Context: an optimization exercise on an open-source flow, tuned for small area. The choices shown serve that exercise and are no tape-out recipe. The RTL was checked by simulation tests, not by an equivalence proof against the original design. The clock input has no modelled driver; a real chip could not lean on it and would need a root buffer or a full tree. Power and IR drop assume default switching activity.

job 9713:
Design top, start of the top module:
module top(
    input clk100Mhz, rst,
    input [2:0] btnRaw,
    output [15:13] led,
    output   [3:0] an,
    output   [6:0] seg,
    output         dp
    );
Size: ~270 cells after synthesis.
clock: 120.0 ns
lec_check: 0
cap_margin: 20
core_margin: 2
core_utilization: 70
place_density: 0.85
slew_margin: 20
standard.sh (not shown) runs the stock make flow with config.mk's settings and CLKGATE_MAP_FILE= SYNTH_SCRIPT=/design/flow/synth_recipe.tcl, a recipe that flattens the netlist after the stock synthesis.
==> flow/flow/run.sh <==
#!/bin/bash
# Standard synthesis; then the combinational logic is re-mapped for area with ABC
# (several random seeds, the smallest result kept; flip-flops untouched); then the
# standard layout with a minimum-size buffer on each port and a one-buffer clock tree.
set -euo pipefail
W=$(pwd)
R=$W/orfs/results/$FLOW_PLATFORM/top/base
LIB=$FLOW_HOME/platforms/$FLOW_PLATFORM/lib/sky130_fd_sc_hd__tt_025C_1v80.lib
bash standard.sh synth > $W/synth.log 2>&1
cp $R/1_2_yosys.v $W/std_netlist.v
mkdir -p $W/reopt
for S in 0 1 2 3 4 5 6 7; do
  sed "s/@S@/$S/; s/@T@/20/" $W/flow/area.abc.in > $W/reopt/area_$S.abc
done
ls $W/reopt/area_*.abc | sed 's/.*area_\([0-9]*\).abc/\1/' | \
  xargs -P ${NUM_CORES:-4} -I{} env LIBF=$LIB INV=$W/std_netlist.v OUTV=$W/reopt/net_{}.v \
  ABCS=$W/reopt/area_{}.abc sh -c 'yosys -c '$W'/flow/reopt.tcl > '$W'/reopt/log_{}.txt 2>&1 || true'
BEST=$(for f in $W/reopt/net_*.v.stat; do
  a=$(grep "Chip area" $f | head -1 | awk '{print $NF}'); echo "$a ${f%.stat}"; done | sort -g | head -1 | awk '{print $2}')
echo "best re-mapping: $BEST" > $W/reopt.log
cat $W/reopt/net_*.v.stat | grep "Chip area" >> $W/reopt.log
cp $BEST $R/1_2_yosys.v
rm -f $R/1_synth.odb $R/1_synth.sdc
export BUFFER_PORTS_ARGS="-buffer_cell sky130_fd_sc_hd__buf_1"
export CTS_ARGS="-repair_clock_nets -dont_use_dummy_load -buf_list sky130_fd_sc_hd__clkbuf_8 -root_buf sky130_fd_sc_hd__clkbuf_8 -sink_clustering_enable -sink_clustering_size 50 -sink_clustering_max_diameter 1000"
export POST_CTS_TCL=$W/flow/flat_clock.tcl
export FLAT_CLOCK_BUF=sky130_fd_sc_hd__clkbuf_2
bash standard.sh > $W/layout.log 2>&1
==> flow/flow/flat_clock.tcl <==
# POST_CTS hook: the root clock buffer only drives the few leaf buffers below it,
# so it is sized down to the smallest clock buffer; and the leaf buffer with the
# fewest sinks is merged into the nearest other leaf.
set db [ord::get_db]
set block [ord::get_db_block]
set clk_net [$block findNet clk100Mhz]
set root ""
foreach it [$clk_net getITerms] {
  set inst [$it getInst]
  if {[string match "*clkbuf*" [[$inst getMaster] getName]]} { set root $inst }
}
if {$root == ""} { error "no root clock buffer" }
$root swapMaster [$db findMaster $::env(FLAT_CLOCK_BUF)]
set root_net [[$root findITerm X] getNet]
set leaves {}
foreach it [$root_net getITerms] {
  set inst [$it getInst]
  if {$inst != $root && [string match "*clkbuf*" [[$inst getMaster] getName]]} { lappend leaves $inst }
}
if {[llength $leaves] > 1} {
  set small ""
  set nmin 100000
  foreach leaf $leaves {
    set n [llength [[[$leaf findITerm X] getNet] getITerms]]
    if {$n < $nmin} { set nmin $n; set small $leaf }
  }
  set sx [lindex [$small getLocation] 0]
  set sy [lindex [$small getLocation] 1]
  set best ""
  set dmin 1e18
  foreach leaf $leaves {
    if {$leaf == $small} { continue }
    set d [expr {abs([lindex [$leaf getLocation] 0] - $sx) + abs([lindex [$leaf getLocation] 1] - $sy)}]
    if {$d < $dmin} { set dmin $d; set best $leaf }
  }
  set small_net [[$small findITerm X] getNet]
  set best_net [[$best findITerm X] getNet]
  foreach it [$small_net getITerms] {
    if {[$it getInst] == $small} { continue }
    $it disconnect
    $it connect $best_net
  }
  odb::dbInst_destroy $small
  odb::dbNet_destroy $small_net
  $best_net setNonDefaultRule NULL
  puts "merged leaf clock buffer ([expr {$nmin - 1}] sinks) into [$best getName]"
}
detailed_placement
check_placement -verbose
Other scripts of this flow, unchanged in this note and not shown: flow/flow/area.abc.in, flow/flow/reopt.tcl
The following lists how job 1221 was set up differently from job 9713:
- swapping 0.85 for 0.6 in PLACE_DENSITY
- swapping 70 for 40 in CORE_UTILIZATION
--- a/flow/flow/run.sh
+++ b/flow/flow/run.sh
@@ -25,4 +25,2 @@
 export CTS_ARGS="-repair_clock_nets -dont_use_dummy_load -buf_list sky130_fd_sc_hd__clkbuf_8 -root_buf sky130_fd_sc_hd__clkbuf_8 -sink_clustering_enable -sink_clustering_size 50 -sink_clustering_max_diameter 1000"
-export POST_CTS_TCL=$W/flow/flat_clock.tcl
-export FLAT_CLOCK_BUF=sky130_fd_sc_hd__clkbuf_2
 bash standard.sh > $W/layout.log 2>&1
removed: flow/flow/flat_clock.tcl
==> comparison <==
- Of job 1221 and job 9713, it is job 1221 that has the higher area of all placed cells without fillers.
- Sort job 1221 and job 9713 by total global routing track utilization asc -> top: job 1221
- Capturing instance or port of the critical path = seg[1]: job 9713; capturing instance or port of the critical path = an[0]: job 1221
- Job 1221: mean post-synth cell area lower than job 9713
- | first-iteration DRC count | higher: job 9713 |
- The power dissipated by switching net loads was comparable across job 1221 and job 9713.
- Wire: job 1221 routes more than job 9713
## Diff of input files: job 4550 against job 1221
- CORE_UTILIZATION now 70, was 40
- PLACE_DENSITY now 0.85, was 0.6
--- a/flow/flow/run.sh
+++ b/flow/flow/run.sh
@@ -11,3 +11,3 @@
 mkdir -p $W/reopt
-for S in 0 1 2 3 4 5 6 7; do
+for S in 0 1 2 3 4 5 6 7 8 9 10 11 12 13 14 15; do
   sed "s/@S@/$S/; s/@T@/20/" $W/flow/area.abc.in > $W/reopt/area_$S.abc
@@ -25,2 +25,4 @@
 export CTS_ARGS="-repair_clock_nets -dont_use_dummy_load -buf_list sky130_fd_sc_hd__clkbuf_8 -root_buf sky130_fd_sc_hd__clkbuf_8 -sink_clustering_enable -sink_clustering_size 50 -sink_clustering_max_diameter 1000"
+export POST_CTS_TCL=$W/flow/flat_clock.tcl
+export FLAT_CLOCK_BUF=sky130_fd_sc_hd__clkbuf_2
 bash standard.sh > $W/layout.log 2>&1
==> flow/flow/flat_clock.tcl (new file) <==
# POST_CTS hook: the root clock buffer only drives the few leaf buffers below it,
# so it is sized down to the smallest clock buffer; and the leaf buffer with the
# fewest sinks is merged into the nearest other leaf.
set db [ord::get_db]
set block [ord::get_db_block]
set clk_net [$block findNet clk100Mhz]
set root ""
foreach it [$clk_net getITerms] {
  set inst [$it getInst]
  if {[string match "*clkbuf*" [[$inst getMaster] getName]]} { set root $inst }
}
if {$root == ""} { error "no root clock buffer" }
$root swapMaster [$db findMaster $::env(FLAT_CLOCK_BUF)]
set root_net [[$root findITerm X] getNet]
set leaves {}
foreach it [$root_net getITerms] {
  set inst [$it getInst]
  if {$inst != $root && [string match "*clkbuf*" [[$inst getMaster] getName]]} { lappend leaves $inst }
}
if {[llength $leaves] > 1} {
  set small ""
  set nmin 100000
  foreach leaf $leaves {
    set n [llength [[[$leaf findITerm X] getNet] getITerms]]
    if {$n < $nmin} { set nmin $n; set small $leaf }
  }
  set sx [lindex [$small getLocation] 0]
  set sy [lindex [$small getLocation] 1]
  set best ""
  set dmin 1e18
  foreach leaf $leaves {
    if {$leaf == $small} { continue }
    set d [expr {abs([lindex [$leaf getLocation] 0] - $sx) + abs([lindex [$leaf getLocation] 1] - $sy)}]
    if {$d < $dmin} { set dmin $d; set best $leaf }
  }
  set small_net [[$small findITerm X] getNet]
  set best_net [[$best findITerm X] getNet]
  foreach it [$small_net getITerms] {
    if {[$it getInst] == $small} { continue }
    $it disconnect
    $it connect $best_net
  }
  odb::dbInst_destroy $small
  odb::dbNet_destroy $small_net
  $best_net setNonDefaultRule NULL
  puts "merged leaf clock buffer ([expr {$nmin - 1}] sinks) into [$best getName]"
}
detailed_placement
check_placement -verbose
### Flow results
Cmp job 4550 vs job 1221: power per standard cell area lower in job 4550. The number of failing hold endpoints at the final stage was comparable across job 4550 and job 1221. Looking at job 4550 and job 1221, the share of the cycle needed by the critical path after routing is a wash. Cell leakage power (job 4550 vs. job 1221) increases by a few percent. Fraction of layout cells with a size suffix above 1 for job 4550: 0.32 points down relative to job 1221. Of job 4550 and job 1221, the higher post-route non-filler standard cell count belongs to job 1221. | die area | job 4550 vs job 1221 | about 40% lower |. Final core utilization (higher): job 4550. In the reports for job 4550 and job 1221, the smaller worst setup slack belongs to job 1221. NOTE: part of the power in combinational logic in job 4550 exceeds that of job 1221.
Changes in job 5520 relative to job 4550:
--- a/flow/flow/run.sh
+++ b/flow/flow/run.sh
@@ -11,3 +11,3 @@
 mkdir -p $W/reopt
-for S in 0 1 2 3 4 5 6 7 8 9 10 11 12 13 14 15; do
+for S in 0 1 2 3 4 5 6 7; do
   sed "s/@S@/$S/; s/@T@/20/" $W/flow/area.abc.in > $W/reopt/area_$S.abc
==> flow/flow/flat_clock.tcl <==
# POST_CTS hook: the root clock buffer only drives the few leaf buffers below it,
# so it is sized down to the smallest clock buffer.
set db [ord::get_db]
set block [ord::get_db_block]
set clk_net [$block findNet clk100Mhz]
foreach it [$clk_net getITerms] {
  set inst [$it getInst]
  if {[string match "*clkbuf*" [[$inst getMaster] getName]]} {
    $inst swapMaster [$db findMaster $::env(FLAT_CLOCK_BUF)]
    puts "root clock buffer [$inst getName] is now $::env(FLAT_CLOCK_BUF)"
  }
}
detailed_placement
check_placement -verbose
## What came out
Min first-pass GRT wire length across job 5520 and job 4550: job 4550. As far as count of filler cells inserted in the layout goes, job 5520 and job 4550 are indistinguishable; the numbers are identical. Between job 5520 and job 4550, the difference in total sequential power is negligible. sky130_fd_sc_hd__dfrtp_1 as the cell with the largest stage delay on the worst path was reported by job 5520, and sky130_fd_sc_hd__nor2_1 by job 4550. Diff job 4550 -> job 5520: part of the total power dissipated in the clock network up 2.3 points, detail-routed net length per standard cell comparable, critical path depth in cells now larger.

---

## wip/delta
top, a different RTL version from the one above (not shown whole).
Size in the first run: ~290 cells after synthesis, ~20 I/O pins.
clock: 120.0 ns
lec_check: 0
cap_margin: 20
core_margin: 2
core_utilization: 40
place_density: 0.6
slew_margin: 20
==> flow/flow/run.sh <==
#!/bin/bash
# Standard synthesis, then an area re-mapping of the combinational logic (flip-flops
# untouched), then the standard layout with a minimum-size buffer on each port.
set -euo pipefail
W=$(pwd)
R=$W/orfs/results/$FLOW_PLATFORM/top/base
LIB=$FLOW_HOME/platforms/$FLOW_PLATFORM/lib/sky130_fd_sc_hd__tt_025C_1v80.lib
bash standard.sh synth > $W/synth.log 2>&1
cp $R/1_2_yosys.v $W/std_netlist.v
LIBF=$LIB INV=$W/std_netlist.v OUTV=$W/reopt_netlist.v ABCS=$W/flow/area.abc \
  yosys -c $W/flow/reopt.tcl > $W/reopt.log 2>&1
cp $W/reopt_netlist.v $R/1_2_yosys.v
rm -f $R/1_synth.odb $R/1_synth.sdc
export BUFFER_PORTS_ARGS="-buffer_cell sky130_fd_sc_hd__buf_1"
export CTS_ARGS="-repair_clock_nets -dont_use_dummy_load -buf_list sky130_fd_sc_hd__clkbuf_8 -root_buf sky130_fd_sc_hd__clkbuf_8 -sink_clustering_enable -sink_clustering_size 50 -sink_clustering_max_diameter 1000"
bash standard.sh > $W/layout.log 2>&1
==> flow/flow/area.abc <==
strash
&get -n
&deepsyn -T 30
&put
dch -f
amap
strash
dch -f
amap
topo
Other scripts of this flow, unchanged in this note and not shown: flow/flow/reopt.tcl
The flow did not stop early for wip/delta: all stages ran, and the layout cleared the timing, design-rule and antenna checks.
## Diff of input files: wip/harbor against wip/delta
--- a/flow/flow/run.sh
+++ b/flow/flow/run.sh
@@ -14,3 +14,3 @@
 export BUFFER_PORTS_ARGS="-buffer_cell sky130_fd_sc_hd__buf_1"
-export CTS_ARGS="-repair_clock_nets -dont_use_dummy_load -buf_list sky130_fd_sc_hd__clkbuf_8 -root_buf sky130_fd_sc_hd__clkbuf_8 -sink_clustering_enable -sink_clustering_size 50 -sink_clustering_max_diameter 1000"
+export CTS_ARGS="-sink_clustering_enable -repair_clock_nets -dont_use_dummy_load -buf_list sky130_fd_sc_hd__clkbuf_8 -sink_clustering_size 24 -sink_clustering_max_diameter 200"
 bash standard.sh > $W/layout.log 2>&1
==> flow/flow/area.abc <==
strash
&get -n
&deepsyn -T 30
&put
dch -f
amap
topo
Results
On die boundary height, wip/harbor and wip/delta are basically level. Re post-cts resize count: no difference whatsoever between wip/delta and wip/harbor. Sort wip/harbor and wip/delta by switching share of power, ascending, and wip/delta comes first. wip/harbor vs wip/delta: net count after synthesis up in wip/harbor. Detailed-route via count, wip/harbor vs wip/delta: down slightly. Compared with wip/delta, wip/harbor shows a higher power density relative to cell area. As far as worst-case clock skew is concerned, wip/harbor and wip/delta perform about the same. Compared with wip/delta, wip/harbor shows a higher fraction of power consumed by combinational cells. Wire length reported by the detailed router: higher on wip/delta.
### wip/harbor -> wip/ember
--- a/flow/flow/run.sh
+++ b/flow/flow/run.sh
@@ -14,3 +14,2 @@
 export BUFFER_PORTS_ARGS="-buffer_cell sky130_fd_sc_hd__buf_1"
-export CTS_ARGS="-sink_clustering_enable -repair_clock_nets -dont_use_dummy_load -buf_list sky130_fd_sc_hd__clkbuf_8 -sink_clustering_size 24 -sink_clustering_max_diameter 200"
 bash standard.sh > $W/layout.log 2>&1
==> flow/flow/area.abc <==
strash
dch -f
amap
topo
### Flow results
wip/ember reached the final stage; the timing, design-rule and antenna checks on its layout passed. A launching instance or port of the critical path of sel[0]$_DFFE_PP0P_ is what wip/harbor shows, while sel[1]$_DFFE_PP0P_ belongs to wip/ember. Diff wip/harbor -> wip/ember | wire length | up by more than 10%. wip/ember: total power higher than wip/harbor. [wip/ember vs wip/harbor] final worst hold slack: higher in wip/ember. Against wip/harbor, wire length of the first global-routing pass in wip/ember came out worse.
[inputs] wip/garnet vs wip/ember
--- a/flow/flow/run.sh
+++ b/flow/flow/run.sh
@@ -14,2 +14,3 @@
 export BUFFER_PORTS_ARGS="-buffer_cell sky130_fd_sc_hd__buf_1"
+export CTS_ARGS="-repair_clock_nets -dont_use_dummy_load -buf_list sky130_fd_sc_hd__clkbuf_16 -root_buf sky130_fd_sc_hd__clkbuf_16 -sink_clustering_enable -sink_clustering_size 50 -sink_clustering_max_diameter 1000"
 bash standard.sh > $W/layout.log 2>&1
==> flow/flow/area.abc <==
strash
&get -n
&deepsyn -T 30
&put
dch -f
amap
strash
dch -f
amap
topo
==> comparison <==
- Combinational share of power, wip/garnet and wip/ember: larger value in wip/garnet
- Relative to wip/ember, overall power after layout has increased by 6.4% in wip/garnet.
- NOTE: via density per instance in wip/garnet falls short of that of wip/ember
- The wire length of the first global-routing pass reported for wip/garnet is smaller than that of wip/ember by about 10%.
- Against wip/ember, the final cell area of wip/garnet is lower.
- Static leakage: wip/garnet and wip/ember compared, higher one is wip/ember
- On slack of the worst reg-to-reg path, wip/garnet does worse than wip/ember.
- Changes observed in wip/garnet relative to wip/ember: number of sinks driven by the clock tree roughly the same, total number of vias lower.

[afterwards: timing with drivers on the ports]
No port has a modelled driver above. Below, the same layouts with a new extraction and two added sets of constraints.
Step 1: set_driving_cell puts a clkbuf_16 on clk100Mhz and a buf_2 on each other input, an assumption about the parent block.
Step 2 adds t to the input delays and takes it off the output delays; t is the mean of the earliest and latest rising clock arrival at the registers after step 1. Input paths then give back, and output paths get back, about the clock's delay inside the block.
Three values: ideal, step 1, step 2; two values: the first two.
run	t, ns	setup WS [ns]	slew at the worst register clock pin (ns)
job 9713	0.375	93.269 / 93.248 / 93.623	0.12 / 0.12
job 1221	0.318	93.222 / 93.195 / 93.513	0.09 / 0.09
job 4550	0.375	93.269 / 93.248 / 93.623	0.12 / 0.12
job 5520	0.393	93.246 / 93.225 / 93.618	0.08 / 0.08
wip/delta	0.314	92.687 / 92.660 / 92.974	0.09 / 0.09
wip/harbor	0.315	92.840 / 92.811 / 93.126	0.08 / 0.08
wip/ember	0.330	92.855 / 92.826 / 93.156	0.09 / 0.09
wip/garnet	0.311	93.249 / 93.215 / 93.526	0.06 / 0.06
After both steps setup and hold are still met in every run listed.
